This design comes from an exercise in tuning for small area on the open sky130 flow, not from production work. In this exercise RTL edits were held to simulation tests only and were not proved equivalent to the original. Power figures rest on the tool's default switching activity, not on a simulated workload.

$ cat design/flow/config.mk
export PLATFORM = sky130hd
export DESIGN_NAME = clock_century
export DESIGN_NICKNAME = clock_century
export VERILOG_FILES = /design/flow/design.v
export SDC_FILE = /design/flow/constraint.sdc
export NUM_CORES = 4
export LEC_CHECK = 0
export CAP_MARGIN = 20
export CORE_MARGIN = 2
export CORE_UTILIZATION = 40
export PLACE_DENSITY = 0.6
export SLEW_MARGIN = 20
$ cat design/flow/constraint.sdc
create_clock -name core_clock -period 10.0 [get_ports {clk}]
set_input_delay 2.0000 -clock core_clock [delete_from_list [all_inputs] [get_ports {clk}]]
set_output_delay 2.0000 -clock core_clock [all_outputs]
set_load 0.01 [all_outputs]
$ cat design/flow/design.v
module clock_century(
    input           clk,
    input           reset_n,
    input  [1:0]    mode,
    input  [5:0]    select,
    input           button_inc,
    input           button_dec,
    input           am_pm,
    input  [5:0]    alarm_min,
    input  [4:0]    alarm_hour,
    input           alarm_i,
    output reg      alarm_o,
    output [13:0]   led_day,
    output [13:0]   led_month,
    output [13:0]   led_year,
    output [13:0]   led_hour,
    output [13:0]   led_min,
    output [13:0]   led_sec
);
reg [6:0] sec;
reg [6:0] mnt;
reg [4:0] hr;
reg [4:0] dy;
reg [3:0] mon;
reg [7:0] yr;
reg alarm_en;
wire leap;
assign leap = (~yr[4] & ~yr[1] & ~yr[0]) | (yr[4] & yr[1] & ~yr[0]);
wire [1:0] dcls;
assign dcls[0] = (~mon[3] & mon[0]) | (mon[3] & ~mon[0]) | (leap & ~mon[2] & ~mon[0]);
assign dcls[1] = (mon[0]) | (mon[2]) | (mon[3]);
wire run_fwd = ~mode[1] & ~mode[0];
wire set_up  = ~mode[1] &  mode[0];
wire set_dn  =  mode[1] & ~mode[0];
wire run_bwd =  mode[1] &  mode[0];
wire [5:0] up, dn;
wire dir = mode[1];                        
wire run = ~(mode[1] ^ mode[0]);           
wire btn = mode[1] ? button_dec : button_inc;
wire [5:0] step;
wire sec_max;
assign sec_max = (sec[6] & sec[4] & sec[3] & sec[0]);
wire sec_min;
assign sec_min = (~sec[6] & ~sec[5] & ~sec[4] & ~sec[3] & ~sec[2] & ~sec[1] & ~sec[0]);
wire sec_wrap;
assign sec_wrap = (dir & ~sec[6] & ~sec[5] & ~sec[4] & ~sec[3] & ~sec[2] & ~sec[1] & ~sec[0]) | (~dir & sec[6] & sec[4] & sec[3] & sec[0]);
wire [6:0] sec_inc;
assign sec_inc[0] = (~sec[0]);
assign sec_inc[1] = (~sec[3] & ~sec[1] & sec[0]) | (sec[1] & ~sec[0]);
assign sec_inc[2] = (~sec[2] & sec[1] & sec[0]) | (sec[2] & ~sec[1]) | (sec[2] & ~sec[0]);
assign sec_inc[3] = (sec[2] & sec[1] & sec[0]) | (sec[3] & ~sec[0]);
assign sec_inc[4] = (~sec[4] & sec[3] & sec[0]) | (sec[4] & ~sec[3]) | (sec[4] & ~sec[0]);
assign sec_inc[5] = (~sec[6] & ~sec[5] & sec[4] & sec[3] & sec[0]) | (sec[5] & ~sec[4]) | (sec[5] & ~sec[3]) | (sec[5] & ~sec[0]);
assign sec_inc[6] = (sec[6] & ~sec[4]) | (sec[6] & ~sec[3]) | (sec[6] & ~sec[0]) | (sec[5] & sec[4] & sec[3] & sec[0]);
wire [6:0] sec_dec;
assign sec_dec[0] = (~sec[0]);
assign sec_dec[1] = (sec[1] & sec[0]) | (sec[2] & ~sec[1] & ~sec[0]) | (sec[3] & ~sec[0]);
assign sec_dec[2] = (sec[2] & sec[0]) | (sec[2] & sec[1]) | (sec[3] & ~sec[0]);
assign sec_dec[3] = (~sec[3] & ~sec[2] & ~sec[1] & ~sec[0]) | (sec[3] & sec[0]);
assign sec_dec[4] = (~sec[4] & ~sec[3] & ~sec[2] & ~sec[1] & ~sec[0]) | (sec[4] & sec[0]) | (sec[4] & sec[1]) | (sec[4] & sec[2]) | (sec[4] & sec[3]);
assign sec_dec[5] = (sec[6] & ~sec[4] & ~sec[3] & ~sec[2] & ~sec[1] & ~sec[0]) | (sec[5] & sec[0]) | (sec[5] & sec[1]) | (sec[5] & sec[2]) | (sec[5] & sec[3]) | (sec[5] & sec[4]);
assign sec_dec[6] = (~sec[6] & ~sec[5] & ~sec[4] & ~sec[3] & ~sec[2] & ~sec[1] & ~sec[0]) | (sec[6] & sec[0]) | (sec[6] & sec[1]) | (sec[6] & sec[2]) | (sec[6] & sec[3]) | (sec[6] & sec[4]);
always @(posedge clk or negedge reset_n)
    if (!reset_n) sec <= 7'd0;
    else if (step[0]) sec <= dir ? sec_dec : sec_inc;
wire mnt_max;
assign mnt_max = (mnt[6] & mnt[4] & mnt[3] & mnt[0]);
wire mnt_min;
assign mnt_min = (~mnt[6] & ~mnt[5] & ~mnt[4] & ~mnt[3] & ~mnt[2] & ~mnt[1] & ~mnt[0]);
wire mnt_wrap;
assign mnt_wrap = (dir & ~mnt[6] & ~mnt[5] & ~mnt[4] & ~mnt[3] & ~mnt[2] & ~mnt[1] & ~mnt[0]) | (~dir & mnt[6] & mnt[4] & mnt[3] & mnt[0]);
wire [6:0] mnt_inc;
assign mnt_inc[0] = (~mnt[0]);
assign mnt_inc[1] = (~mnt[3] & ~mnt[1] & mnt[0]) | (mnt[1] & ~mnt[0]);
assign mnt_inc[2] = (~mnt[2] & mnt[1] & mnt[0]) | (mnt[2] & ~mnt[1]) | (mnt[2] & ~mnt[0]);
assign mnt_inc[3] = (mnt[2] & mnt[1] & mnt[0]) | (mnt[3] & ~mnt[0]);
assign mnt_inc[4] = (~mnt[4] & mnt[3] & mnt[0]) | (mnt[4] & ~mnt[3]) | (mnt[4] & ~mnt[0]);
assign mnt_inc[5] = (~mnt[6] & ~mnt[5] & mnt[4] & mnt[3] & mnt[0]) | (mnt[5] & ~mnt[4]) | (mnt[5] & ~mnt[3]) | (mnt[5] & ~mnt[0]);
assign mnt_inc[6] = (mnt[6] & ~mnt[4]) | (mnt[6] & ~mnt[3]) | (mnt[6] & ~mnt[0]) | (mnt[5] & mnt[4] & mnt[3] & mnt[0]);
wire [6:0] mnt_dec;
assign mnt_dec[0] = (~mnt[0]);
assign mnt_dec[1] = (mnt[1] & mnt[0]) | (mnt[2] & ~mnt[1] & ~mnt[0]) | (mnt[3] & ~mnt[0]);
assign mnt_dec[2] = (mnt[2] & mnt[0]) | (mnt[2] & mnt[1]) | (mnt[3] & ~mnt[0]);
assign mnt_dec[3] = (~mnt[3] & ~mnt[2] & ~mnt[1] & ~mnt[0]) | (mnt[3] & mnt[0]);
assign mnt_dec[4] = (~mnt[4] & ~mnt[3] & ~mnt[2] & ~mnt[1] & ~mnt[0]) | (mnt[4] & mnt[0]) | (mnt[4] & mnt[1]) | (mnt[4] & mnt[2]) | (mnt[4] & mnt[3]);
assign mnt_dec[5] = (mnt[6] & ~mnt[4] & ~mnt[3] & ~mnt[2] & ~mnt[1] & ~mnt[0]) | (mnt[5] & mnt[0]) | (mnt[5] & mnt[1]) | (mnt[5] & mnt[2]) | (mnt[5] & mnt[3]) | (mnt[5] & mnt[4]);
assign mnt_dec[6] = (~mnt[6] & ~mnt[5] & ~mnt[4] & ~mnt[3] & ~mnt[2] & ~mnt[1] & ~mnt[0]) | (mnt[6] & mnt[0]) | (mnt[6] & mnt[1]) | (mnt[6] & mnt[2]) | (mnt[6] & mnt[3]) | (mnt[6] & mnt[4]);
always @(posedge clk or negedge reset_n)
    if (!reset_n) mnt <= 7'd0;
    else if (step[1]) mnt <= dir ? mnt_dec : mnt_inc;
wire hr_max;
assign hr_max = (~am_pm & hr[4] & hr[3]) | (am_pm & hr[3] & hr[2] & ~hr[1] & ~hr[0]);
wire hr_min;
assign hr_min = (~hr[4] & ~hr[3] & ~hr[2] & ~hr[1] & ~hr[0]);
wire hr_wrap;
assign hr_wrap = (dir & ~hr[4] & ~hr[3] & ~hr[2] & ~hr[1] & ~hr[0]) | (~dir & ~am_pm & hr[4] & hr[3]) | (~dir & am_pm & hr[3] & hr[2] & ~hr[1] & ~hr[0]);
wire [4:0] hr_inc;
assign hr_inc[0] = (~am_pm & ~hr[3] & ~hr[0]) | (~hr[4] & ~hr[3] & ~hr[0]) | (~hr[4] & ~hr[2] & ~hr[0]) | (~am_pm & hr[2] & ~hr[0]);
assign hr_inc[1] = (~am_pm & ~hr[1] & hr[0]) | (~am_pm & hr[1] & ~hr[0]) | (~hr[4] & ~hr[3] & ~hr[1] & hr[0]) | (~hr[4] & ~hr[3] & hr[1] & ~hr[0]) | (hr[3] & ~hr[2] & ~hr[1] & hr[0]) | (hr[3] & ~hr[2] & hr[1] & ~hr[0]);
assign hr_inc[2] = (~am_pm & hr[2] & ~hr[1]) | (~am_pm & hr[2] & ~hr[0]) | (~am_pm & ~hr[2] & hr[1] & hr[0]) | (~hr[4] & ~hr[2] & hr[1] & hr[0]) | (~hr[4] & ~hr[3] & hr[2] & ~hr[1]) | (~hr[4] & ~hr[3] & hr[2] & ~hr[0]);
assign hr_inc[3] = (~hr[4] & ~hr[3] & hr[2] & hr[1] & hr[0]) | (~hr[4] & hr[3] & ~hr[2]) | (~am_pm & hr[3] & hr[2] & ~hr[1]) | (~am_pm & hr[3] & hr[1] & ~hr[0]) | (~am_pm & ~hr[3] & hr[2] & hr[1] & hr[0]);
assign hr_inc[4] = (~am_pm & hr[3] & hr[2] & hr[1] & hr[0]) | (~am_pm & hr[4] & ~hr[3]);
wire [4:0] hr_dec;
assign hr_dec[0] = (hr[1] & ~hr[0]) | (hr[2] & ~hr[0]) | (hr[3] & ~hr[0]) | (hr[4] & ~hr[0]) | (am_pm & hr[3] & hr[2]) | (am_pm & hr[4]);
assign hr_dec[1] = (hr[1] & hr[0]) | (hr[2] & ~hr[1] & ~hr[0]) | (hr[3] & ~hr[1] & ~hr[0]) | (hr[4] & ~hr[1] & ~hr[0]) | (am_pm & hr[3] & hr[2]) | (am_pm & hr[4]);
assign hr_dec[2] = (~am_pm & hr[2] & hr[0]) | (~am_pm & hr[2] & hr[1]) | (~am_pm & hr[4] & ~hr[2] & ~hr[1] & ~hr[0]) | (am_pm & ~hr[4] & ~hr[2] & ~hr[1] & ~hr[0]) | (~hr[4] & ~hr[3] & hr[2] & hr[0]) | (~hr[4] & ~hr[3] & hr[2] & hr[1]) | (~am_pm & hr[3] & ~hr[2] & ~hr[1] & ~hr[0]);
assign hr_dec[3] = (~hr[3] & ~hr[2] & ~hr[1] & ~hr[0]) | (hr[3] & hr[0]) | (hr[3] & hr[1]) | (hr[3] & hr[2]) | (am_pm & hr[4]);
assign hr_dec[4] = (~am_pm & ~hr[4] & ~hr[3] & ~hr[2] & ~hr[1] & ~hr[0]) | (~am_pm & hr[4] & hr[0]) | (~am_pm & hr[4] & hr[1]) | (~am_pm & hr[4] & hr[2]) | (~am_pm & hr[4] & hr[3]);
always @(posedge clk or negedge reset_n)
    if (!reset_n) hr <= 5'd0;
    else if (step[2]) hr <= dir ? hr_dec : hr_inc;
wire dy_max;
assign dy_max = (~dcls[1] & ~dcls[0] & dy[4] & dy[3] & dy[2] & ~dy[1] & ~dy[0]) | (~dcls[1] & dcls[0] & dy[4] & dy[3] & dy[2] & ~dy[1] & dy[0]) | (dcls[1] & ~dcls[0] & dy[4] & dy[3] & dy[2] & dy[1] & ~dy[0]) | (dcls[1] & dcls[0] & dy[4] & dy[3] & dy[2] & dy[1] & dy[0]);
wire dy_min;
assign dy_min = (~dy[4] & ~dy[3] & ~dy[2] & ~dy[1]);
wire dy_wrap;
assign dy_wrap = (dir & ~dy[4] & ~dy[3] & ~dy[2] & ~dy[1]) | (~dir & ~dcls[1] & ~dcls[0] & dy[4] & dy[3] & dy[2] & ~dy[1] & ~dy[0]) | (~dir & ~dcls[1] & dcls[0] & dy[4] & dy[3] & dy[2] & ~dy[1] & dy[0]) | (~dir & dcls[1] & ~dcls[0] & dy[4] & dy[3] & dy[2] & dy[1] & ~dy[0]) | (~dir & dcls[1] & dcls[0] & dy[4] & dy[3] & dy[2] & dy[1] & dy[0]);
wire [4:0] dy_inc;
assign dy_inc[0] = (~dy[0]) | (~dcls[1] & dy[4] & dy[3] & dy[2]) | (dy[4] & dy[3] & dy[2] & dy[1]);
assign dy_inc[1] = (~dy[4] & ~dy[1] & dy[0]) | (~dy[4] & dy[1] & ~dy[0]) | (~dy[3] & ~dy[1] & dy[0]) | (~dy[3] & dy[1] & ~dy[0]) | (~dy[2] & ~dy[1] & dy[0]) | (~dy[2] & dy[1] & ~dy[0]) | (dcls[1] & ~dy[1] & dy[0]) | (dcls[1] & dcls[0] & dy[1] & ~dy[0]);
assign dy_inc[2] = (~dy[2] & dy[1] & dy[0]) | (~dy[4] & dy[2] & ~dy[1]) | (~dy[4] & dy[2] & ~dy[0]) | (~dy[3] & dy[2] & ~dy[1]) | (~dy[3] & dy[2] & ~dy[0]) | (dcls[0] & dy[2] & ~dy[1] & ~dy[0]) | (dcls[1] & dy[2] & ~dy[1]) | (dcls[1] & dcls[0] & dy[2] & ~dy[0]);
assign dy_inc[3] = (~dy[3] & dy[2] & dy[1] & dy[0]) | (dy[3] & ~dy[2]) | (~dy[4] & dy[3] & ~dy[1]) | (~dy[4] & dy[3] & ~dy[0]) | (dcls[0] & dy[3] & ~dy[1] & ~dy[0]) | (dcls[1] & dy[3] & ~dy[1]) | (dcls[1] & dcls[0] & dy[3] & ~dy[0]);
assign dy_inc[4] = (~dy[4] & dy[3] & dy[2] & dy[1] & dy[0]) | (dy[4] & ~dy[3]) | (dy[4] & ~dy[2]) | (dcls[0] & dy[4] & ~dy[1] & ~dy[0]) | (dcls[1] & dy[4] & ~dy[1]) | (dcls[1] & dcls[0] & dy[4] & ~dy[0]);
wire [4:0] dy_dec;
assign dy_dec[0] = (~dcls[1] & ~dcls[0] & dy[4] & dy[3] & dy[2]) | (dcls[0] & ~dy[4] & ~dy[3] & ~dy[2] & ~dy[1]) | (~dy[4] & ~dy[0]) | (~dy[3] & ~dy[0]) | (~dy[2] & ~dy[0]) | (~dy[1] & ~dy[0]) | (~dcls[0] & dy[4] & dy[3] & dy[2] & dy[1]) | (dcls[1] & ~dy[0]);
assign dy_dec[1] = (~dy[1] & ~dy[0]) | (~dcls[1] & ~dcls[0] & dy[4] & dy[3] & dy[2]) | (~dy[4] & dy[1] & dy[0]) | (~dy[3] & dy[1] & dy[0]) | (~dy[2] & dy[1] & dy[0]) | (dcls[1] & dcls[0] & dy[1] & dy[0]) | (dcls[1] & ~dy[4] & ~dy[3] & ~dy[2] & ~dy[1]);
assign dy_dec[2] = (~dy[2] & ~dy[1] & ~dy[0]) | (~dy[4] & dy[2] & dy[0]) | (~dy[4] & dy[2] & dy[1]) | (~dy[3] & dy[2] & dy[0]) | (~dy[3] & dy[2] & dy[1]) | (dcls[0] & dy[2] & dy[0]) | (dcls[0] & dy[2] & dy[1]) | (dcls[1] & dy[2] & dy[0]) | (dcls[1] & dy[2] & dy[1]) | (~dy[4] & ~dy[3] & ~dy[2] & ~dy[1]);
assign dy_dec[3] = (dy[3] & dy[1]) | (dy[3] & dy[2]) | (~dy[3] & ~dy[2] & ~dy[1] & ~dy[0]) | (dy[3] & dy[0]) | (~dy[4] & ~dy[3] & ~dy[2] & ~dy[1]);
assign dy_dec[4] = (dy[4] & dy[1]) | (dy[4] & dy[2]) | (dy[4] & dy[3]) | (~dy[3] & ~dy[2] & ~dy[1] & dy[0]);
always @(posedge clk or negedge reset_n)
    if (!reset_n) dy <= 5'd1;
    else if (step[3]) dy <= dir ? dy_dec : dy_inc;
wire mon_max;
assign mon_max = (mon[3] & mon[2]);
wire mon_min;
assign mon_min = (~mon[3] & ~mon[2] & ~mon[1]);
wire mon_wrap;
assign mon_wrap = (dir & ~mon[3] & ~mon[2] & ~mon[1]) | (~dir & mon[3] & mon[2]);
wire [3:0] mon_inc;
assign mon_inc[0] = (~mon[0]);
assign mon_inc[1] = (~mon[1] & mon[0]) | (mon[1] & ~mon[0]);
assign mon_inc[2] = (~mon[2] & mon[1] & mon[0]) | (~mon[3] & mon[2] & ~mon[0]) | (mon[2] & ~mon[1] & mon[0]);
assign mon_inc[3] = (mon[2] & mon[1] & mon[0]) | (mon[3] & ~mon[2]);
wire [3:0] mon_dec;
assign mon_dec[0] = (~mon[0]);
assign mon_dec[1] = (mon[1] & mon[0]) | (~mon[1] & ~mon[0]);
assign mon_dec[2] = (mon[2] & mon[1]) | (~mon[2] & ~mon[1] & ~mon[0]) | (~mon[3] & ~mon[1] & mon[0]);
assign mon_dec[3] = (mon[3] & mon[1]) | (mon[3] & mon[2]) | (~mon[2] & ~mon[1] & mon[0]);
always @(posedge clk or negedge reset_n)
    if (!reset_n) mon <= 4'd1;
    else if (step[4]) mon <= dir ? mon_dec : mon_inc;
wire yr_max;
assign yr_max = (yr[7] & yr[5]);
wire yr_min;
assign yr_min = (~yr[7] & ~yr[6] & ~yr[5] & ~yr[4] & ~yr[3] & ~yr[2] & ~yr[1] & ~yr[0]);
wire yr_wrap;
assign yr_wrap = (dir & ~yr[7] & ~yr[6] & ~yr[5] & ~yr[4] & ~yr[3] & ~yr[2] & ~yr[1] & ~yr[0]) | (~dir & yr[7] & yr[5]);
wire [7:0] yr_inc;
assign yr_inc[0] = (~yr[5] & ~yr[0]) | (~yr[7] & ~yr[0]);
assign yr_inc[1] = (~yr[3] & ~yr[1] & yr[0]) | (yr[1] & ~yr[0]);
assign yr_inc[2] = (~yr[2] & yr[1] & yr[0]) | (yr[2] & ~yr[1]) | (yr[2] & ~yr[0]);
assign yr_inc[3] = (yr[2] & yr[1] & yr[0]) | (yr[3] & ~yr[0]);
assign yr_inc[4] = (~yr[4] & yr[3] & yr[0]) | (yr[4] & ~yr[3]) | (yr[4] & ~yr[0]);
assign yr_inc[5] = (~yr[5] & yr[4] & yr[3] & yr[0]) | (~yr[7] & yr[5] & ~yr[3]) | (~yr[7] & yr[5] & ~yr[4]) | (~yr[7] & yr[5] & ~yr[0]);
assign yr_inc[6] = (~yr[6] & yr[5] & yr[4] & yr[3] & yr[0]) | (yr[6] & ~yr[5]) | (yr[6] & ~yr[4]) | (yr[6] & ~yr[3]) | (yr[6] & ~yr[0]);
assign yr_inc[7] = (yr[7] & ~yr[5]) | (yr[6] & yr[5] & yr[4] & yr[3] & yr[0]);
wire [7:0] yr_dec;
assign yr_dec[0] = (yr[7] & ~yr[0]) | (yr[1] & ~yr[0]) | (yr[2] & ~yr[0]) | (yr[3] & ~yr[0]) | (yr[4] & ~yr[0]) | (yr[5] & ~yr[0]) | (yr[6] & ~yr[0]);
assign yr_dec[1] = (yr[1] & yr[0]) | (yr[2] & ~yr[1] & ~yr[0]) | (yr[3] & ~yr[0]);
assign yr_dec[2] = (yr[2] & yr[0]) | (yr[2] & yr[1]) | (yr[3] & ~yr[0]);
assign yr_dec[3] = (yr[7] & ~yr[3] & ~yr[2] & ~yr[1] & ~yr[0]) | (yr[6] & ~yr[3] & ~yr[2] & ~yr[1] & ~yr[0]) | (yr[3] & yr[0]) | (yr[4] & ~yr[3] & ~yr[2] & ~yr[1] & ~yr[0]) | (yr[5] & ~yr[3] & ~yr[2] & ~yr[1] & ~yr[0]);
assign yr_dec[4] = (yr[7] & ~yr[4] & ~yr[3] & ~yr[2] & ~yr[1] & ~yr[0]) | (yr[4] & yr[0]) | (yr[4] & yr[1]) | (yr[4] & yr[2]) | (yr[4] & yr[3]) | (yr[5] & ~yr[4] & ~yr[3] & ~yr[2] & ~yr[1] & ~yr[0]) | (yr[6] & ~yr[4] & ~yr[3] & ~yr[2] & ~yr[1] & ~yr[0]);
assign yr_dec[5] = (~yr[5] & ~yr[4] & ~yr[3] & ~yr[2] & ~yr[1] & ~yr[0]) | (yr[5] & yr[0]) | (yr[5] & yr[1]) | (yr[5] & yr[2]) | (yr[5] & yr[3]) | (yr[5] & yr[4]);
assign yr_dec[6] = (yr[7] & ~yr[5] & ~yr[4] & ~yr[3] & ~yr[2] & ~yr[1] & ~yr[0]) | (yr[6] & yr[0]) | (yr[6] & yr[1]) | (yr[6] & yr[2]) | (yr[6] & yr[3]) | (yr[6] & yr[4]) | (yr[6] & yr[5]);
assign yr_dec[7] = (~yr[7] & ~yr[6] & ~yr[5] & ~yr[4] & ~yr[3] & ~yr[2] & ~yr[1] & ~yr[0]) | (yr[7] & yr[0]) | (yr[7] & yr[1]) | (yr[7] & yr[2]) | (yr[7] & yr[3]) | (yr[7] & yr[4]) | (yr[7] & yr[5]);
always @(posedge clk or negedge reset_n)
    if (!reset_n) yr <= 8'd0;
    else if (step[5]) yr <= dir ? yr_dec : yr_inc;
assign step[0] = run | (select[0] & btn);
assign step[1] = run ? (sec_wrap) : (select[1] & btn);
assign step[2] = run ? (sec_wrap & mnt_wrap) : (select[2] & btn);
assign step[3] = run ? (sec_wrap & mnt_wrap & hr_wrap) : (select[3] & btn);
assign step[4] = run ? (sec_wrap & mnt_wrap & hr_wrap & dy_wrap) : (select[4] & btn);
assign step[5] = run ? (sec_wrap & mnt_wrap & hr_wrap & dy_wrap & mon_wrap) : (select[5] & btn);
assign led_sec[0] = (~sec[3] & ~sec[2] & ~sec[1] & sec[0]) | (sec[2] & ~sec[1] & ~sec[0]);
assign led_sec[1] = (sec[2] & ~sec[1] & sec[0]) | (sec[2] & sec[1] & ~sec[0]);
assign led_sec[2] = (~sec[2] & sec[1] & ~sec[0]);
assign led_sec[3] = (~sec[3] & ~sec[2] & ~sec[1] & sec[0]) | (sec[2] & ~sec[1] & ~sec[0]) | (sec[2] & sec[1] & sec[0]);
assign led_sec[4] = (sec[0]) | (sec[2] & ~sec[1]);
assign led_sec[5] = (~sec[3] & ~sec[2] & sec[0]) | (~sec[2] & sec[1]) | (sec[1] & sec[0]);
assign led_sec[6] = (~sec[3] & ~sec[2] & ~sec[1]) | (sec[2] & sec[1] & sec[0]);
assign led_sec[7] = (sec[6] & ~sec[4]) | (~sec[6] & ~sec[5] & sec[4]);
assign led_sec[8] = (sec[6] & sec[4]);
assign led_sec[9] = (sec[5] & ~sec[4]);
assign led_sec[10] = (sec[6] & ~sec[4]) | (~sec[6] & ~sec[5] & sec[4]);
assign led_sec[11] = (sec[4]) | (sec[6]);
assign led_sec[12] = (~sec[6] & sec[4]) | (sec[5]);
assign led_sec[13] = (~sec[6] & ~sec[5]);
assign led_min[0] = (~mnt[3] & ~mnt[2] & ~mnt[1] & mnt[0]) | (mnt[2] & ~mnt[1] & ~mnt[0]);
assign led_min[1] = (mnt[2] & ~mnt[1] & mnt[0]) | (mnt[2] & mnt[1] & ~mnt[0]);
assign led_min[2] = (~mnt[2] & mnt[1] & ~mnt[0]);
assign led_min[3] = (~mnt[3] & ~mnt[2] & ~mnt[1] & mnt[0]) | (mnt[2] & ~mnt[1] & ~mnt[0]) | (mnt[2] & mnt[1] & mnt[0]);
assign led_min[4] = (mnt[0]) | (mnt[2] & ~mnt[1]);
assign led_min[5] = (~mnt[3] & ~mnt[2] & mnt[0]) | (~mnt[2] & mnt[1]) | (mnt[1] & mnt[0]);
assign led_min[6] = (~mnt[3] & ~mnt[2] & ~mnt[1]) | (mnt[2] & mnt[1] & mnt[0]);
assign led_min[7] = (mnt[6] & ~mnt[4]) | (~mnt[6] & ~mnt[5] & mnt[4]);
assign led_min[8] = (mnt[6] & mnt[4]);
assign led_min[9] = (mnt[5] & ~mnt[4]);
assign led_min[10] = (mnt[6] & ~mnt[4]) | (~mnt[6] & ~mnt[5] & mnt[4]);
assign led_min[11] = (mnt[4]) | (mnt[6]);
assign led_min[12] = (~mnt[6] & mnt[4]) | (mnt[5]);
assign led_min[13] = (~mnt[6] & ~mnt[5]);
assign led_hour[0] = (~hr[4] & ~hr[3] & ~hr[2] & ~hr[1] & hr[0]) | (~hr[4] & ~hr[3] & hr[2] & ~hr[1] & ~hr[0]) | (hr[4] & hr[2] & ~hr[1] & hr[0]) | (hr[4] & hr[3]) | (hr[3] & ~hr[2] & hr[1] & hr[0]) | (hr[3] & hr[2] & hr[1] & ~hr[0]);
assign led_hour[1] = (hr[4] & ~hr[3] & ~hr[2] & ~hr[1] & ~hr[0]) | (~hr[4] & ~hr[3] & hr[2] & ~hr[1] & hr[0]) | (~hr[4] & ~hr[3] & hr[2] & hr[1] & ~hr[0]) | (hr[3] & hr[2] & hr[1] & hr[0]);
assign led_hour[2] = (~hr[4] & ~hr[3] & ~hr[2] & hr[1] & ~hr[0]) | (hr[3] & hr[2] & ~hr[1] & ~hr[0]) | (hr[4] & hr[2] & hr[1] & ~hr[0]);
assign led_hour[3] = (~hr[3] & ~hr[2] & ~hr[1] & hr[0]) | (~hr[4] & ~hr[3] & hr[2] & ~hr[1] & ~hr[0]) | (~hr[4] & ~hr[3] & hr[2] & hr[1] & hr[0]) | (hr[3] & ~hr[2] & hr[1] & hr[0]) | (hr[3] & hr[2] & hr[1] & ~hr[0]) | (hr[4] & ~hr[1] & hr[0]) | (hr[4] & hr[3]);
assign led_hour[4] = (hr[0]) | (~hr[4] & ~hr[3] & hr[2] & ~hr[1]) | (hr[3] & hr[2] & hr[1]) | (hr[4] & hr[3]);
assign led_hour[5] = (~hr[4] & ~hr[3] & ~hr[2] & hr[1]) | (hr[3] & hr[2] & ~hr[1]) | (hr[4] & hr[2] & hr[1]) | (hr[4] & ~hr[1] & hr[0]) | (~hr[4] & ~hr[2] & hr[1] & hr[0]) | (~hr[4] & ~hr[3] & ~hr[2] & hr[0]) | (~hr[4] & ~hr[3] & hr[1] & hr[0]);
assign led_hour[6] = (~hr[4] & ~hr[3] & ~hr[2] & ~hr[1]) | (~hr[4] & ~hr[3] & hr[2] & hr[1] & hr[0]) | (hr[3] & ~hr[2] & hr[1]) | (hr[4] & hr[2] & ~hr[1]) | (hr[4] & ~hr[1] & hr[0]);
assign led_hour[7] = (hr[3] & hr[1]) | (hr[3] & hr[2]) | (hr[4] & ~hr[3] & ~hr[2]);
assign led_hour[8] = 1'b0;
assign led_hour[9] = (hr[4] & hr[2]) | (hr[4] & hr[3]);
assign led_hour[10] = (hr[3] & hr[1]) | (hr[3] & hr[2]) | (hr[4] & ~hr[3] & ~hr[2]);
assign led_hour[11] = (hr[3] & hr[1]) | (hr[3] & hr[2]) | (hr[4] & ~hr[3] & ~hr[2]);
assign led_hour[12] = (hr[3] & hr[1]) | (hr[3] & hr[2]) | (hr[4]);
assign led_hour[13] = (~hr[4]) | (~hr[3] & ~hr[2]);
assign led_day[0] = (~dy[4] & ~dy[3] & ~dy[2] & ~dy[1]) | (~dy[4] & ~dy[3] & ~dy[1] & ~dy[0]) | (dy[4] & ~dy[3] & dy[2] & ~dy[1] & dy[0]) | (dy[4] & dy[3] & ~dy[2] & ~dy[1] & ~dy[0]) | (~dy[4] & dy[3] & ~dy[2] & dy[1] & dy[0]) | (~dy[4] & dy[3] & dy[2] & dy[1] & ~dy[0]) | (dy[4] & dy[3] & dy[2] & dy[1] & dy[0]);
assign led_day[1] = (~dy[3] & ~dy[2] & ~dy[1] & ~dy[0]) | (~dy[4] & ~dy[3] & dy[2] & ~dy[1] & dy[0]) | (~dy[4] & ~dy[3] & dy[2] & dy[1] & ~dy[0]) | (dy[4] & dy[3] & ~dy[2] & ~dy[1] & dy[0]) | (dy[4] & dy[3] & ~dy[2] & dy[1] & ~dy[0]) | (~dy[4] & dy[3] & dy[2] & dy[1] & dy[0]);
assign led_day[2] = (~dy[4] & ~dy[3] & ~dy[2] & ~dy[0]) | (~dy[4] & dy[3] & dy[2] & ~dy[1] & ~dy[0]) | (dy[4] & ~dy[3] & dy[2] & dy[1] & ~dy[0]);
assign led_day[3] = (~dy[4] & ~dy[3] & ~dy[1] & ~dy[0]) | (~dy[4] & ~dy[3] & dy[2] & dy[1] & dy[0]) | (dy[3] & ~dy[2] & dy[1] & dy[0]) | (~dy[4] & dy[3] & dy[2] & dy[1] & ~dy[0]) | (dy[4] & ~dy[3] & ~dy[1] & dy[0]) | (dy[4] & dy[3] & ~dy[2] & ~dy[1] & ~dy[0]) | (dy[4] & dy[3] & dy[1] & dy[0]) | (~dy[4] & ~dy[3] & ~dy[2] & ~dy[1]);
assign led_day[4] = (dy[0]) | (~dy[4] & ~dy[3] & ~dy[1]) | (~dy[4] & dy[3] & dy[2] & dy[1]) | (dy[4] & dy[3] & ~dy[2] & ~dy[1]);
assign led_day[5] = (~dy[4] & ~dy[3] & ~dy[2]) | (~dy[4] & dy[3] & dy[2] & ~dy[1]) | (dy[4] & ~dy[3] & dy[2] & dy[1]) | (dy[3] & ~dy[2] & dy[1] & dy[0]) | (dy[4] & ~dy[3] & ~dy[1] & dy[0]) | (~dy[4] & ~dy[3] & dy[1] & dy[0]) | (dy[4] & dy[3] & dy[1] & dy[0]);
assign led_day[6] = (~dy[4] & ~dy[3] & dy[2] & dy[1] & dy[0]) | (~dy[4] & dy[3] & ~dy[2] & dy[1]) | (dy[4] & ~dy[3] & dy[2] & ~dy[1]) | (dy[4] & dy[3] & dy[2] & dy[1]) | (~dy[3] & ~dy[2] & ~dy[1] & dy[0]) | (dy[3] & ~dy[2] & dy[1] & dy[0]);
assign led_day[7] = (~dy[4] & dy[3] & dy[1]) | (~dy[4] & dy[3] & dy[2]) | (dy[4] & ~dy[3] & ~dy[2]);
assign led_day[8] = 1'b0;
assign led_day[9] = (dy[4] & ~dy[3] & dy[2]) | (dy[4] & dy[3] & ~dy[2]) | (dy[4] & dy[2] & ~dy[1]);
assign led_day[10] = (~dy[4] & dy[3] & dy[1]) | (~dy[4] & dy[3] & dy[2]) | (dy[4] & ~dy[3] & ~dy[2]);
assign led_day[11] = (~dy[4] & dy[3] & dy[1]) | (~dy[4] & dy[3] & dy[2]) | (dy[4] & ~dy[3] & ~dy[2]) | (dy[3] & dy[2] & dy[1]);
assign led_day[12] = (dy[3] & dy[1]) | (dy[3] & dy[2]) | (dy[4]);
assign led_day[13] = (~dy[4]) | (~dy[3] & ~dy[2]);
assign led_year[0] = (~yr[3] & ~yr[2] & ~yr[1] & yr[0]) | (yr[2] & ~yr[1] & ~yr[0]);
assign led_year[1] = (yr[2] & ~yr[1] & yr[0]) | (yr[2] & yr[1] & ~yr[0]);
assign led_year[2] = (~yr[2] & yr[1] & ~yr[0]);
assign led_year[3] = (~yr[3] & ~yr[2] & ~yr[1] & yr[0]) | (yr[2] & ~yr[1] & ~yr[0]) | (yr[2] & yr[1] & yr[0]);
assign led_year[4] = (yr[0]) | (yr[2] & ~yr[1]);
assign led_year[5] = (~yr[3] & ~yr[2] & yr[0]) | (~yr[2] & yr[1]) | (yr[1] & yr[0]);
assign led_year[6] = (~yr[3] & ~yr[2] & ~yr[1]) | (yr[2] & yr[1] & yr[0]);
assign led_year[7] = (yr[6] & ~yr[5] & ~yr[4]) | (~yr[7] & ~yr[6] & ~yr[5] & yr[4]);
assign led_year[8] = (yr[6] & ~yr[5] & yr[4]) | (yr[6] & yr[5] & ~yr[4]);
assign led_year[9] = (~yr[7] & ~yr[6] & yr[5] & ~yr[4]);
assign led_year[10] = (yr[6] & ~yr[5] & ~yr[4]) | (~yr[7] & ~yr[6] & ~yr[5] & yr[4]) | (yr[6] & yr[5] & yr[4]);
assign led_year[11] = (yr[4]) | (yr[6] & ~yr[5]);
assign led_year[12] = (~yr[7] & ~yr[6] & yr[4]) | (~yr[7] & ~yr[6] & yr[5]) | (yr[5] & yr[4]);
assign led_year[13] = (~yr[7] & ~yr[6] & ~yr[5]) | (yr[7] & yr[5]) | (yr[6] & yr[5] & yr[4]);
assign led_month[0] = (~mon[3] & ~mon[2] & ~mon[1]) | (mon[3] & mon[1] & mon[0]) | (~mon[3] & ~mon[1] & ~mon[0]);
assign led_month[1] = (mon[2] & ~mon[1] & mon[0]) | (mon[2] & mon[1] & ~mon[0]);
assign led_month[2] = (~mon[3] & ~mon[2] & ~mon[0]) | (mon[3] & mon[2]);
assign led_month[3] = (~mon[3] & ~mon[2] & ~mon[1]) | (mon[3] & mon[1] & mon[0]) | (~mon[3] & ~mon[1] & ~mon[0]) | (mon[2] & mon[1] & mon[0]);
assign led_month[4] = (mon[0]) | (~mon[3] & ~mon[1]);
assign led_month[5] = (~mon[3] & ~mon[2]) | (mon[1] & mon[0]) | (mon[3] & mon[2]);
assign led_month[6] = (~mon[3] & ~mon[2] & ~mon[1]) | (mon[3] & mon[1]) | (mon[2] & mon[1] & mon[0]);
assign led_month[7] = (mon[3] & mon[1]) | (mon[3] & mon[2]);
assign led_month[8] = 1'b0;
assign led_month[9] = 1'b0;
assign led_month[10] = (mon[3] & mon[1]) | (mon[3] & mon[2]);
assign led_month[11] = (mon[3] & mon[1]) | (mon[3] & mon[2]);
assign led_month[12] = (mon[3] & mon[1]) | (mon[3] & mon[2]);
assign led_month[13] = 1'b1;
wire [5:0] mnt_bin;
assign mnt_bin[0] = (mnt[0]);
assign mnt_bin[1] = (~mnt[4] & mnt[1]) | (mnt[4] & ~mnt[1]);
assign mnt_bin[2] = (~mnt[5] & ~mnt[4] & mnt[2]) | (~mnt[5] & mnt[4] & ~mnt[2] & mnt[1]) | (~mnt[5] & mnt[2] & ~mnt[1]) | (mnt[5] & ~mnt[4] & ~mnt[2]) | (mnt[5] & ~mnt[2] & ~mnt[1]) | (mnt[5] & mnt[4] & mnt[2] & mnt[1]);
assign mnt_bin[3] = (mnt[6] & ~mnt[4] & ~mnt[3]) | (~mnt[6] & ~mnt[4] & mnt[3]) | (mnt[6] & mnt[2] & mnt[1]) | (mnt[6] & mnt[4] & mnt[3]) | (mnt[5] & ~mnt[4] & mnt[2]) | (~mnt[6] & ~mnt[5] & mnt[4] & ~mnt[3] & ~mnt[2]) | (mnt[5] & mnt[4] & ~mnt[3] & ~mnt[2] & ~mnt[1]) | (~mnt[6] & ~mnt[5] & mnt[4] & ~mnt[3] & ~mnt[1]);
assign mnt_bin[4] = (mnt[6] & mnt[3]) | (mnt[6] & mnt[4]) | (~mnt[5] & mnt[4] & mnt[2] & mnt[1]) | (~mnt[5] & mnt[4] & mnt[3]) | (mnt[5] & ~mnt[4]) | (mnt[5] & ~mnt[3] & ~mnt[2] & ~mnt[1]);
assign mnt_bin[5] = (mnt[6]) | (mnt[5] & mnt[4] & mnt[1]) | (mnt[5] & mnt[4] & mnt[2]) | (mnt[5] & mnt[4] & mnt[3]);
wire [4:0] hr_bin;
assign hr_bin[0] = (hr[0]);
assign hr_bin[1] = (hr[1]);
assign hr_bin[2] = (hr[2]);
assign hr_bin[3] = (hr[3]);
assign hr_bin[4] = (hr[4]);
wire alarm_hit = (alarm_min == mnt_bin) & (alarm_hour == hr_bin);
always @(posedge clk or negedge reset_n)
    if (!reset_n) alarm_en <= 1'b0;
    else if (alarm_i) alarm_en <= ~alarm_en;
always @(posedge clk or negedge reset_n)
    if (!reset_n) alarm_o <= 1'b0;
    else if (!alarm_en) alarm_o <= 1'b0;
    else if (alarm_hit) alarm_o <= 1'b1;
endmodule
$ cat design/flow/flow/run.sh
#!/bin/bash
# The standard layout (standard.sh), with these changes:
#  - after the standard synthesis, its combinational logic is mapped again
#    by ABC with an area script (flow/reopt.tcl, flow/abc_area.script), from
#    four random seeds, keeping the smallest result; every flip-flop instance
#    is kept as the standard synthesis made it;
#  - the ports are buffered with the smallest buffer;
#  - the clock tree uses clkbuf_8 and no dummy loads.
# Logs: make_synth.log, reopt_<seed>.log, make_finish.log here, and each
# ORFS step's own log under orfs/logs/.
set -euo pipefail
R="$PWD/orfs/results/$FLOW_PLATFORM/clock_century/base"
bash standard.sh synth > make_synth.log 2>&1
cp "$R/1_2_yosys.v" "$R/1_2_yosys_standard.v"
best=""; bestarea=""
for s in 1 2 3 4; do
  sed "s/SEED/$s/g" flow/abc_area.script > "abc_area_$s.script"
  REOPT_LIB="$FLOW_HOME/platforms/$FLOW_PLATFORM/lib/sky130_fd_sc_hd__tt_025C_1v80.lib" \
  REOPT_IN="$R/1_2_yosys_standard.v" REOPT_OUT="$PWD/reopt_$s.v" \
  REOPT_ABC="$PWD/abc_area_$s.script" REOPT_STAT="$PWD/reopt_stat_$s.txt" \
      yosys -c flow/reopt.tcl > "reopt_$s.log" 2>&1 &
done
wait
for s in 1 2 3 4; do
  a=$(awk '/Chip area/ {print $NF}' "reopt_stat_$s.txt")
  echo "seed $s: area $a" >> reopt_summary.log
  if [[ -z "$best" ]] || awk -v a="$a" -v b="$bestarea" 'BEGIN{exit !(a < b)}'; then
    best=$s; bestarea=$a
  fi
done
echo "kept seed $best" >> reopt_summary.log
cp "reopt_$best.v" "$R/1_2_yosys.v"
rm -f "$R/1_synth.odb" "$R/1_synth.sdc"
bash standard.sh \
    "BUFFER_PORTS_ARGS=-buffer_cell sky130_fd_sc_hd__buf_1" \
    "CTS_ARGS=-sink_clustering_enable -repair_clock_nets -dont_use_dummy_load -root_buf sky130_fd_sc_hd__clkbuf_8 -buf_list sky130_fd_sc_hd__clkbuf_8 -sink_clustering_size 50 -sink_clustering_max_diameter 500" \
    finish > make_finish.log 2>&1
$ cat design/flow/flow/abc_area.script
strash
dc2
&get -n
&deepsyn -T 60 -S SEED
&put
dch -f
amap
topo
strash
&get -n
&deepsyn -T 30 -S SEED
&put
dch -f
amap
topo
$ cat design/flow/flow/reopt.tcl
# Re-maps the combinational logic of the standard synthesis's netlist with
# ABC (script abc_area.script beside this file), keeping every flip-flop and
# tie-cell instance, and so every register's name and cell type, unchanged.
yosys -import
set lib $::env(REOPT_LIB)
read_liberty -overwrite -ignore_miss_func -ignore_miss_dir $lib
read_verilog -overwrite $::env(REOPT_IN)
hierarchy -top $::env(FLOW_TOP)
blackbox {sky130_fd_sc_hd__df*} {sky130_fd_sc_hd__conb*}
flatten
opt_clean -purge
abc -script $::env(REOPT_ABC) -liberty $lib -dont_use *lpflow* -dont_use *probe*
opt_clean -purge
hilomap -singleton -hicell sky130_fd_sc_hd__conb_1 HI -locell sky130_fd_sc_hd__conb_1 LO
splitnets
opt_clean -purge
insbuf -buf sky130_fd_sc_hd__buf_4 A X
yosys rename -hide w:*.*
opt_clean -purge
tee -o $::env(REOPT_STAT) stat -liberty $lib
write_verilog -noattr -nohex -nodec $::env(REOPT_OUT)
$ cat design/flow/standard.sh
#!/bin/bash
# synth_recipe.tcl (not shown) runs the flow's synth.tcl, then flattens the netlist and writes it again
# the make line also repeats each setting of config.mk as NAME=value (left out here)
make -C /OpenROAD-flow-scripts/flow DESIGN_CONFIG=/design/flow/config.mk WORK_HOME=/design/flow/orfs CLKGATE_MAP_FILE= SYNTH_SCRIPT=/design/flow/synth_recipe.tcl "${@:-finish}"
==> results.toml, run 1 <==
[sta]
fin_skew_ns = 0.0158
worst_slack_setup_final_ns = 4.23
fin_crit_sh_pct = 57.7
setup_tns_final_ns = 0
max-slew-margin-rel_pct = 41.1
grt_setup_unrepaired = "no"
number_of_max_slew_violations_in_the_final_report = 0
timing.final.setup_violations = 0
worst_slew_pin_slew_ns = 0.884
hold_viol_final = 0
period_needed_ns = 5.77
timing.fmax_mhz = 173

[outcome]
outcome = "no timing/DRC/antenna violations"

[grt]
grt_pass1_vias = 3441
grt_max_degree = 39
antenna_found_initial = 0
grt_use_met2_pct = 35.7
grt_first_pass_wirelength_um = 14800
globalRoute.busiestLayer = "met2"
globalRouteMet3Util_pct = 5.08
groute.usage.overall_pct = 20.3
use_met1_pct = 25.4
overflow = 0

[logic_synthesis]
synthesis.instances = 503
syn_area_um2 = 3210
synth.yosys.warnings = 1
synth_area_per_cell_um2 = 6.38

[layout]
syn2layout_area_growth_pct = 15.9
finish.cell_count_without_fillers = 705
nFillCells = 820
drive_gt1_share_pct = 1.49
final_nets = 630
final_area_um2 = 3720
n_antenna_cell = 0

[placement]
pre_cts_slack_ns = 3.98
portBuffers = 104
placedCellCount = 700
place.gp.congestion = 0.907
post-dp-hpwl_um = 7020
dpl_cell_area_um2 = 3650

[power_and_ir_drop]
power.combinational.fraction_pct = 68.0
p_clk_share_pct = 7.1
worst_ir_drop_on_vdd_uv = 156
switching_share_of_power_pct = 57.3
report.power.total_mw = 1.35
static-leakage-power_nw = 1.37
pwr_per_cell_area_nw_per_um2 = 362
share_seq_of_total_power_pct = 24.9
internal_power_mw = 0.575
p_switching_mw = 0.770

[die]
pin_count = 110
starting_utilization_of_the_core_area_pct = 41.3
floorplan.core_area_um2 = 7770
row_count = 32
die_width_um = 93.6
floorplan.die_area_um2 = 8760
floorplan.die.height_um = 93.6

[route]
detail-route-antenna-nets = 0
route.vias.total = 3777
vias_per_cell = 5.36
dr.first_iter.drc_count = 154
wl_um = 8990
routed_wire_length_per_instance_um = 12.8
route.detailed.drc = 0
drt_pre_antenna_iters = 5

[critical_path]
critical_path.startpoint_type = "input pin"
worst-endpoint-required_ns = 10.19
worst-endpoint-arrival_ns = 5.96
worst-path-max-fanout = 19
crit_path_end_kind = "register"
critical_setup_path_kind = "input pin to register"

[clock_network]
clock_sinks = 38
cts_resized = 0
clk_pin_slew_worst_paths_ns = 0.08
ctsHoldBuffers = 0
clk_root_buffer_cell = "clkbuf_8"
cts_inserted_buffers = 5
htree_num_levels = 2
cts-root-to-sink-buffers = 2
clock_latency_late_sink_ns = 0.29
cts_tree = "yes"
cts_post_setup_buffers_inserted = 0

[worst_hold_path]
hold_path.class = "register to register"

[flow_run]
max-cap-violations = 0
==> per-layer routing <==
layer  vias up  wire, um
met5         -         0
li1       1944         -
met1      1734      4130
met4         0        38
met3         2       550
met2        97      4270
==> power groups by stage <==
stage               registers [mW]  clock network, mW  logic (mW)
global placement             0.335                  0       0.911
CTS                          0.332             0.0996       0.918
floorplan                    0.304                  0       0.682
global route                 0.349              0.106        1.04
detailed placement           0.334                  0       0.914
finish                       0.334             0.0956       0.916
==> layout make-up <==
type,instances,area [um^2],share of cell area [%]
Multi-Input combinational cell,382,1900,51.0
Sequential cell,38,953,25.6
Timing Repair Buffer,105,399,10.7
Inverter,73,274,7.37
Tap cell,102,128,3.43
Clock buffer,5,68.8,1.85
==> worst max-delay path, stage by stage <==
cell      delay (ns)
buf_1           0.07
buf_4           0.23
clkinv_1        0.46
nor2_1          0.27
a32oi_1         0.12
nor3_1          0.33
o21ai_0         0.18
o21bai_1        0.21
nor3_1          0.14
a21oi_1         0.10
or2_0           0.26
nor2_1          0.21
clkinv_1        0.20
o21ai_0         0.24
o21ai_0         0.27
o21ai_0         0.32
o21ai_0         0.14
a31o_1          0.20
==> worst paths after layout <==
check | slack, ns | from | endpoint | depth (start not counted)
min reg2reg | 0.47 | alarm_en | alarm_en | 1
max | 4.23 | mode[1] | register | 18
max in group asynchronous | 7.59 | reset_n | mnt[4] | 1
min in group asynchronous | 1.83 | reset_n | hr[0] | 1
min | 0.47 | alarm_en | alarm_en | 1
max reg2reg | 5.55 | sec[0] | register | 20
==> layout by cell type, fill, tap and decap left out, drive strengths merged, types with 11 or more instances in the layout <==
master  instances
buf           105
dfrtp          36
a21oi          42
clkinv         73
o21ai          62
a31oi          12
o22ai          23
nor3           11
nor2          118
nand2          45
==> stage by stage <==
stage	hold WS (ns)	util, %
finish	0.470	47.9
global route	0.516	47.9
CTS	0.474	47.9
detailed placement	0.465	47.0
global placement	0.457	47.0
floorplan	0.440	-
==> run 2, diff against run 1 <==
--- a/design/flow/flow/run.sh
+++ b/design/flow/flow/run.sh
@@ -3,5 +3,5 @@
 #  - after the standard synthesis, its combinational logic is mapped again
 #    by ABC with an area script (flow/reopt.tcl, flow/abc_area.script), from
-#    four random seeds, keeping the smallest result; every flip-flop instance
+#    eight random seeds, keeping the smallest result; every flip-flop instance
 #    is kept as the standard synthesis made it;
 #  - the ports are buffered with the smallest buffer;
@@ -14,13 +14,15 @@
 cp "$R/1_2_yosys.v" "$R/1_2_yosys_standard.v"
 best=""; bestarea=""
-for s in 1 2 3 4; do
-  sed "s/SEED/$s/g" flow/abc_area.script > "abc_area_$s.script"
-  REOPT_LIB="$FLOW_HOME/platforms/$FLOW_PLATFORM/lib/sky130_fd_sc_hd__tt_025C_1v80.lib" \
-  REOPT_IN="$R/1_2_yosys_standard.v" REOPT_OUT="$PWD/reopt_$s.v" \
-  REOPT_ABC="$PWD/abc_area_$s.script" REOPT_STAT="$PWD/reopt_stat_$s.txt" \
-      yosys -c flow/reopt.tcl > "reopt_$s.log" 2>&1 &
+for wave in "1 2 3 4" "5 6 7 8"; do
+  for s in $wave; do
+    sed "s/SEED/$s/g" flow/abc_area.script > "abc_area_$s.script"
+    REOPT_LIB="$FLOW_HOME/platforms/$FLOW_PLATFORM/lib/sky130_fd_sc_hd__tt_025C_1v80.lib" \
+    REOPT_IN="$R/1_2_yosys_standard.v" REOPT_OUT="$PWD/reopt_$s.v" \
+    REOPT_ABC="$PWD/abc_area_$s.script" REOPT_STAT="$PWD/reopt_stat_$s.txt" \
+        yosys -c flow/reopt.tcl > "reopt_$s.log" 2>&1 &
+  done
+  wait
 done
-wait
-for s in 1 2 3 4; do
+for s in 1 2 3 4 5 6 7 8; do
   a=$(awk '/Chip area/ {print $NF}' "reopt_stat_$s.txt")
   echo "seed $s: area $a" >> reopt_summary.log
--- a/design/flow/flow/abc_area.script
+++ b/design/flow/flow/abc_area.script
@@ -14,2 +14,9 @@
 amap
 topo
+strash
+&get -n
+&deepsyn -T 30 -S SEED
+&put
+dch -f
+amap
+topo
==> run 2 against run 1 <==
Critical path depth unchanged. Sequential cell count unchanged. Still clean. Core utilization up 0.12 points. Routed wire length up 1.1%. Largest cell class unchanged. Combinational power barely moved. Global-route usage up 0.62 points. Fmax is 0.62% higher. Register-to-register slack gained 0.25 ns. Final cell count down 0.57%.
==> results.toml, run 2 <==
[die]
floorplan.core_area_um2 = 7730
floorplan.die.height_um = 93.4
starting_utilization_of_the_core_area_pct = 41.4
row_count = 32
pin_count = 110
die_width_um = 93.4
floorplan.die_area_um2 = 8730

[clock_network]
cts_inserted_buffers = 5
cts_post_setup_buffers_inserted = 0
ctsHoldBuffers = 0
clk_pin_slew_worst_paths_ns = 0.08
htree_num_levels = 2
cts_tree = "yes"
cts_resized = 0
cts-root-to-sink-buffers = 2
clk_root_buffer_cell = "clkbuf_8"
clock_latency_late_sink_ns = 0.29
clock_sinks = 38

[placement]
portBuffers = 104
post-dp-hpwl_um = 7070
place.gp.congestion = 0.911
placedCellCount = 696

[grt]
overflow = 0
groute.usage.overall_pct = 20.9
grt_pass1_vias = 3418
antenna_found_initial = 0
grt_max_degree = 39
grt_first_pass_wirelength_um = 15200

[critical_path]
r2r_cells = 19
critical_setup_path_kind = "input pin to register"
worst-endpoint-arrival_ns = 5.91
worst-path-max-fanout = 20
reg_to_reg_start = "dy[2]"
crit_path_end_kind = "register"
worst-endpoint-required_ns = 10.17
reg2reg_slack_ns = 5.80
critical_path.startpoint_type = "input pin"

[power_and_ir_drop]
internal_power_mw = 0.576
p_switching_mw = 0.779
share_seq_of_total_power_pct = 25.4
static-leakage-power_nw = 1.38
worst_ir_drop_on_vdd_uv = 162
pwr_per_cell_area_nw_per_um2 = 365
switching_share_of_power_pct = 57.5
power.combinational.fraction_pct = 67.3
p_clk_share_pct = 7.3

[layout]
syn2layout_area_growth_pct = 15.9
mostFrequentLayoutCell = "nor2_1"
nFillCells = 832
final_nets = 626
n_antenna_cell = 0
most-common-layout-cells = "122 x nor2_1, 103 x buf_1, 69 x clkinv_1"
finish.cell_count_without_fillers = 701
post-route-util_pct = 48.0
drive_gt1_share_pct = 1.50

[route]
routed_wire_length_per_instance_um = 13.0
wl_um = 9090
dr.first_iter.drc_count = 158
drt_pre_antenna_iters = 4
detail-route-antenna-nets = 0
vias_per_cell = 5.42
route.vias.total = 3796
route.detailed.drc = 0

[outcome]
outcome = "no timing/DRC/antenna violations"

[sta]
period_needed_ns = 5.74
timing.fmax_mhz = 174
fin_skew_ns = 0.0116
number_of_max_slew_violations_in_the_final_report = 0
max-slew-margin-rel_pct = 40.8
setup_tns_final_ns = 0
hold_viol_final = 0
timing.final.setup_violations = 0
grt_setup_unrepaired = "no"
worst_slew_pin_slew_ns = 0.888
fin_crit_sh_pct = 57.4
hold_ws_ns = 0.473

[worst_hold_path]
min_path_cells = 1
worst_hold_path.endpoint = "alarm_en"
holdCritStartpoint = "alarm_en"
hold_path.class = "register to register"

[logic_synthesis]
syn_area_um2 = 3200
synth.yosys.warnings = 1
synth_area_per_cell_um2 = 6.41
synthesis.instances = 499

[flow_run]
max-cap-violations = 0
run 2: critical path, cell delays in order:
cell      delay (ns)
buf_1           0.07
buf_4           0.24
clkinv_1        0.43
nor2_1          0.31
a32oi_1         0.19
nor3_1          0.23
o21ai_0         0.17
o21bai_1        0.20
nor3_1          0.15
a21oi_1         0.09
or2_0           0.26
nor2_1          0.24
clkinv_1        0.20
o21ai_0         0.24
o21ai_0         0.28
o21ai_0         0.29
o21ai_0         0.12
a31o_1          0.20
run 2: worst max-delay path by stage:
stage | from | to | slack (ns) | cells past startpoint
4_1_cts | mode[1] | register | 4.32 | 18
5_1_grt | mode[1] | register | 3.70 | 18
3_5_place_dp | mode[1] | register | 4.04 | 18
3_3_place_gp | mode[1] | register | 4.27 | 18
2_1_floorplan | mode[1] | register | 5.13 | 16
6_report | mode[1] | register | 4.26 | 18
run 2: final cells by class:
type                       instances  area, um^2  share of cell area (%)
clock buffer                       5        68.8                    1.86
inverter                          69         259                    6.98
multi-input combinational        382        1900                    51.2
sequential                        38         953                    25.7
tap                              102         128                    3.44
timing repair buffer             105         399                    10.8
run 2: metrics by stage:
stage / worst slack (ns) / power [mW] / area, um^2
2_1_floorplan: 5.13 / 0.991 / 3210
3_3_place_gp: 4.27 / 1.25 / 3640
3_5_place_dp: 4.04 / 1.26 / 3640
4_1_cts: 4.32 / 1.36 / 3710
5_1_grt: 3.70 / 1.50 / 3710
6_report: 4.26 / 1.36 / 3710
run 2: per-layer routing:
layer | track usage [%] | part of all wire (%)
met5 | 0 | 0
met1 | 28.6 | 46
met2 | 34.5 | 47
met3 | 3.30 | 5.0
met4 | 5.15 | 1.1
run 2: power by group through the flow:
stage / Sequential, mW / Combinational [mW] / Clock [mW]
after floorplan: 0.310 / 0.681 / 0
after global placement: 0.343 / 0.904 / 0
after detailed placement: 0.344 / 0.912 / 0
after CTS: 0.341 / 0.915 / 0.0993
after global routing: 0.359 / 1.04 / 0.106
final: 0.344 / 0.913 / 0.0985
==> run 3, diff against run 2 <==
==> design/flow/flow/run.sh (replaced) <==
#!/bin/bash
# The standard layout (standard.sh), with these changes:
#  - the standard synthesis runs unchanged; then the logic is mapped again
#    for area, several ways: ABC on the standard netlist's combinational
#    logic (flow/reopt.tcl), and a fresh Yosys synthesis of the design
#    (flow/own_synth.tcl) whose registers are then given the standard
#    synthesis's instance names (flow/rename_regs.py); each from several ABC
#    seeds (flow/abc_area.script). The smallest netlist is kept; every
#    register keeps the standard synthesis's name and cell type;
#  - the ports are buffered with the smallest buffer;
#  - the clock tree uses clkbuf_8 and no dummy loads.
# Logs: make_synth.log, cand_*.log, pick.log, make_finish.log here, and each
# ORFS step's own log under orfs/logs/.
set -euo pipefail
R="$PWD/orfs/results/$FLOW_PLATFORM/clock_century/base"
LIB="$FLOW_HOME/platforms/$FLOW_PLATFORM/lib/sky130_fd_sc_hd__tt_025C_1v80.lib"
bash standard.sh synth > make_synth.log 2>&1
cp "$R/1_2_yosys.v" "$R/1_2_yosys_standard.v"
mkdir -p cand
run_cand() {   # kind seed
  local k=$1 s=$2
  sed "s/SEED/$s/g" flow/abc_area.script > "cand/abc_$k$s.script"
  if [[ $k == own ]]; then
    OWN_LIB="$LIB" OWN_DESIGN="$FLOW_DESIGN" OWN_ABC="$PWD/cand/abc_$k$s.script" \
    OWN_STAT="$PWD/cand/stat_$k$s.txt" OWN_OUT="$PWD/cand/raw_$k$s.v" \
        yosys -c flow/own_synth.tcl > "cand_$k$s.log" 2>&1 &&
    python3 flow/rename_regs.py "$R/1_2_yosys_standard.v" "cand/raw_$k$s.v" "cand/net_$k$s.v" \
        >> "cand_$k$s.log" 2>&1 || rm -f "cand/stat_$k$s.txt"
  else
    REOPT_LIB="$LIB" REOPT_IN="$R/1_2_yosys_standard.v" REOPT_OUT="$PWD/cand/net_$k$s.v" \
    REOPT_ABC="$PWD/cand/abc_$k$s.script" REOPT_STAT="$PWD/cand/stat_$k$s.txt" \
        yosys -c flow/reopt.tcl > "cand_$k$s.log" 2>&1 || rm -f "cand/stat_$k$s.txt"
  fi
}
for wave in "own 1;own 2;own 3;own 4" "own 5;own 6;own 7;own 8" "re 1;re 2;re 3;re 4"; do
  IFS=';' read -ra jobs <<< "$wave"
  for j in "${jobs[@]}"; do run_cand $j & done
  wait || true
done
python3 flow/pick.py cand/stat_*.txt > pick.log || true
best=$(head -1 pick.log | awk '{print $2}' | sed 's|cand/stat_\(.*\)\.txt|\1|')
if [[ -n "$best" && -f "cand/net_$best.v" ]]; then
  echo "kept $best" >> pick.log
  cp "cand/net_$best.v" "$R/1_2_yosys.v"
else
  echo "kept the standard synthesis" >> pick.log
fi
rm -f "$R/1_synth.odb" "$R/1_synth.sdc"
bash standard.sh \
    "BUFFER_PORTS_ARGS=-buffer_cell sky130_fd_sc_hd__buf_1" \
    "CTS_ARGS=-sink_clustering_enable -repair_clock_nets -dont_use_dummy_load -root_buf sky130_fd_sc_hd__clkbuf_8 -buf_list sky130_fd_sc_hd__clkbuf_8 -sink_clustering_size 50 -sink_clustering_max_diameter 500" \
    finish > make_finish.log 2>&1
==> design/flow/flow/own_synth.tcl (new file) <==
# Synthesizes the design again for area: Yosys's generic synthesis (without
# the fsm and share passes, flattened, as the standard synthesis), the same
# flip-flop mapping, then ABC with an area script (abc_area.script). Register
# instances are renamed to the standard synthesis's names afterwards
# (rename_regs.py).
yosys -import
set lib $::env(OWN_LIB)
read_verilog -sv $::env(OWN_DESIGN)
hierarchy -check -top $::env(FLOW_TOP)
synth -nofsm -noshare -flatten -top $::env(FLOW_TOP)
dfflibmap -liberty $lib -dont_use *lpflow* -dont_use *probe*
opt
abc -script $::env(OWN_ABC) -liberty $lib -dont_use *lpflow* -dont_use *probe*
opt_clean -purge
hilomap -singleton -hicell sky130_fd_sc_hd__conb_1 HI -locell sky130_fd_sc_hd__conb_1 LO
splitnets
opt_clean -purge
insbuf -buf sky130_fd_sc_hd__buf_4 A X
# left out here: hide names made inside functions, clean up
tee -o $::env(OWN_STAT) stat -liberty $lib
write_verilog -noattr -nohex -nodec $::env(OWN_OUT)
==> design/flow/flow/pick.py (new file) <==
#!/usr/bin/env python3
"""pick.py STAT... : prints the stat files ordered by cell area, leaving out
the buf_4 cells that insbuf adds (placement removes them before it buffers
the ports), smallest first. Missing or unreadable files are skipped."""
import re, sys
rows = []
for f in sys.argv[1:]:
    try:
        t = open(f).read()
    except OSError:
        continue
    m = re.search(r'Chip area for module .*: ([0-9.]+)', t)
    if not m:
        continue
    b = re.search(r'^\s*(\d+)\s+([0-9.]+)\s+sky130_fd_sc_hd__buf_4\s*$', t, re.M)
    rows.append((float(m.group(1)) - (float(b.group(2)) if b else 0.0), f))
for a, f in sorted(rows):
    print(f"{a:.3f} {f}")
==> design/flow/flow/rename_regs.py (new file) <==
#!/usr/bin/env python3
"""rename_regs.py STANDARD.v OWN.v OUT.v
Gives each flip-flop of OWN.v the instance name of the standard synthesis's
flip-flop that drives the same register net (its Q net), after prefixing
OWN.v's automatic _N_ names so that no name can clash. Fails unless both
netlists hold the same registers in the same cell types."""
import re, sys
INST = re.compile(r'^\s*(sky130_fd_sc_hd__\w+)\s+(\\\S+|[A-Za-z_][\w$]*)\s*\((.*?)\);', re.S | re.M)
def flops(text):
    out = {}
    for m in INST.finditer(text):
        cell, name, body = m.groups()
        if not cell.startswith('sky130_fd_sc_hd__df'):
            continue
        q = re.search(r'\.Q\((.*?)\)', body, re.S).group(1).strip()
        out[q] = (cell, name)
    return out
std = open(sys.argv[1]).read()
own = open(sys.argv[2]).read()
own = re.sub(r'(?<![\w\\$])_(\d+)_(?![\w$])', r'n_\1_', own)
fs, fo = flops(std), flops(own)
if set(fs) != set(fo):
    sys.exit(f"register nets differ: {sorted(set(fs) ^ set(fo))}")
ren = {}
for q, (cell, name) in fs.items():
    ocell, oname = fo[q]
    if ocell != cell:
        sys.exit(f"register on {q}: {ocell} here, {cell} in the standard synthesis")
    ren[oname] = name
def sub(m):
    cell, name, body = m.groups()
    if name in ren:
        return m.group(0).replace(name, ren[name] + ' ', 1) if name.startswith('\\') else \
               re.sub(r'^(\s*' + re.escape(cell) + r'\s+)' + re.escape(name), lambda k: k.group(1) + ren[name] + ' ', m.group(0), count=1)
    return m.group(0)
out = INST.sub(sub, own)
chk = flops(out)
for q, (cell, name) in fs.items():
    if chk[q] != (cell, name):
        sys.exit(f"renaming failed for {q}: {chk[q]} vs {(cell, name)}")
open(sys.argv[3], 'w').write(out)
print(f"renamed {len(ren)} registers")
==> run 3 against run 2 <==
Hold slack improved by 0.0029 ns. Die area fell by 1.1%. Sequential cell count did not move. Area after synthesis fell by 1.1%. Count of clock-buffer cells in the layout did not move. Total power fell by 1.4%. Setup slack got worse by 0.0014 ns. Register-to-register slack got worse by 0.08 ns.
==> results.toml, run 3 <==
[placement]
post-dp-hpwl_um = 6770
portBuffers = 104
place.gp.congestion = 0.890
placedCellCount = 682

[logic_synthesis]
synthesis.instances = 483
syn_area_um2 = 3160
synth_area_per_cell_um2 = 6.55
synth.yosys.warnings = 1

[worst_hold_path]
hold_path.class = "register to register"
holdCritStartpoint = "alarm_en"

[sta]
max-slew-margin-rel_pct = 58.0
number_of_max_slew_violations_in_the_final_report = 0
grt_setup_unrepaired = "no"
timing.fmax_mhz = 174
fin_skew_ns = 0.00950
period_needed_ns = 5.74
worst_slew_pin_slew_ns = 0.625
hold_viol_final = 0
setup_tns_final_ns = 0
fin_crit_sh_pct = 57.4
hold_ws_ns = 0.476
timing.final.setup_violations = 0

[critical_path]
worst-path-max-fanout = 20
timing.critical_path.cells = "buf_1 -> buf_4 -> clkinv_1 -> nor4_1 -> clkinv_1 -> nor2_1 -> o21ai_0 -> nor2_1 -> a21oi_1 -> or2_0 -> nor2_1 -> clkinv_1 -> nor2_1 -> a21oi_1 -> nor2b_1 -> clkinv_1 -> nor3_1 -> nor2_1 -> nor2_1 -> nand2_1 -> o21ai_0"
crit_family = "simple AND/OR/NAND/NOR gates"
crit_path_top_delay_cell = "nor4_1"
worst-endpoint-arrival_ns = 5.94
critical_path.startpoint_type = "input pin"
worst-endpoint-required_ns = 10.20
crit_path_end_kind = "register"
critical_path.startpoint = "mode[1]"
crit_path_most_repeated_cell = "nor2_1"
critical-path-max-stage-delay_ns = 0.65
worstPathBufferInverterCount = 6
reg_to_reg_start = "hr[1]"
critical_setup_path_kind = "input pin to register"

[clock_network]
cts_inserted_buffers = 5
clock_latency_late_sink_ns = 0.29
cts-root-to-sink-buffers = 2
clock_sinks = 38
ctsHoldBuffers = 0
clk_pin_slew_worst_paths_ns = 0.07
cts_tree = "yes"
cts_resized = 0
htree_num_levels = 2
clk_root_buffer_cell = "clkbuf_8"
cts_post_setup_buffers_inserted = 0

[grt]
antenna_found_initial = 0
overflow = 0
grt_first_pass_wirelength_um = 14900
groute.usage.overall_pct = 20.7
grt_max_degree = 39
grt_pass1_vias = 3235

[route]
detail-route-antenna-nets = 0
wl_um = 8840
route.detailed.drc = 0
vias_per_cell = 5.45
route.vias.total = 3748
routed_wire_length_per_instance_um = 12.8
drt_pre_antenna_iters = 5
dr.first_iter.drc_count = 192

[die]
floorplan.core_area_um2 = 7690
floorplan.die_area_um2 = 8640
die_width_um = 92.9
row_count = 32
pin_count = 110
floorplan.die.height_um = 92.9
starting_utilization_of_the_core_area_pct = 41.1

[layout]
finish.cell_count_without_fillers = 688
n_antenna_cell = 0
syn2layout_area_growth_pct = 17.4
drive_gt1_share_pct = 1.71
nFillCells = 842
mostFrequentLayoutCell = "buf_1"
most-common-layout-cells = "103 x buf_1, 102 x nor2_1, 78 x clkinv_1"
final_nets = 613

[power_and_ir_drop]
worst_ir_drop_on_vdd_uv = 152
static-leakage-power_nw = 1.34
pwr_per_cell_area_nw_per_um2 = 360

[flow_run]
max-cap-violations = 0

[outcome]
outcome = "no timing/DRC/antenna violations"
[run 3: per-layer routing]
| layer | global-route usage (%) | up-vias | part of all wire [%] |
|---|---|---|---|
| met5 | 0 | - | 0 |
| met4 | 4.17 | 0 | 0.83 |
| met3 | 3.01 | 7 | 6.9 |
| met2 | 32.5 | 151 | 44 |
| met1 | 30.2 | 1693 | 48 |
| li1 | - | 1897 | - |
[run 3: final timing paths]
kind                             to  slack (ns)  depth (start not counted)
min in group asynchronous    sec[5]        1.67                          1
max reg2reg                   yr[4]        5.72                         21
max in group asynchronous    mon[0]        7.77                          2
min                        alarm_en        0.48                          1
max                           yr[4]        4.26                         21
min reg2reg                alarm_en        0.48                          1
[run 3: area by class of cell]
cell class | instances | area [um^2] | area share (%)
clock buffers | 5 | 68.8 | 1.85
multi-input cells | 359 | 1850 | 49.7
flip-flops and latches | 38 | 953 | 25.7
inverters | 78 | 293 | 7.88
repair buffers | 106 | 427 | 11.5
well taps | 102 | 128 | 3.44
[run 3: metrics by stage]
step	worst slack, ns	utilization [%]	cell area (um^2)	power [mW]
after CTS	4.28	48.0	3690	1.34
final	4.26	48.3	3710	1.34
after floorplan	5.17	-	3170	0.975
after global routing	3.73	48.3	3710	1.49
after detailed placement	4.03	47.1	3620	1.24
after global placement	4.23	47.1	3620	1.23
[run 3: where the power goes]
group	leakage, nW	switching, mW	internal, mW
clock network	0.0359	0.0497	0.0449
registers	0.453	0.112	0.225
logic	0.846	0.597	0.308
total	1.34	0.759	0.578

[port drivers added, routing unchanged]
The flow's constraints put no driver on any port. The routed layouts listed below were extracted and timed again, unchanged, in two steps.
Step 1 assumes that a clkbuf_16 drives the clock port and a buf_2 every other input.
Step 2 adds t to the input delays and takes it off the output delays; t is the mean of the earliest and latest rising clock arrival at the registers after step 1. Input paths then give back, and output paths get back, about the clock's delay inside the block.
Three values: no drivers, after step 1, after step 2; two values: the first two.
run	shift t [ns]	setup slack, ns	latest minus earliest clock arrival (ns)
run 1	0.313	4.227 / 4.234 / 3.921	0.015 / 0.016
run 2	0.309	4.263 / 4.261 / 3.952	0.011 / 0.012
run 3	0.314	4.261 / 4.268 / 3.955	0.009 / 0.009
After both steps setup and hold are still met in every run listed. For run 2, which loses most, drivers alone change the setup slack by -0.002 ns; drivers and shift together by -0.311 ns.
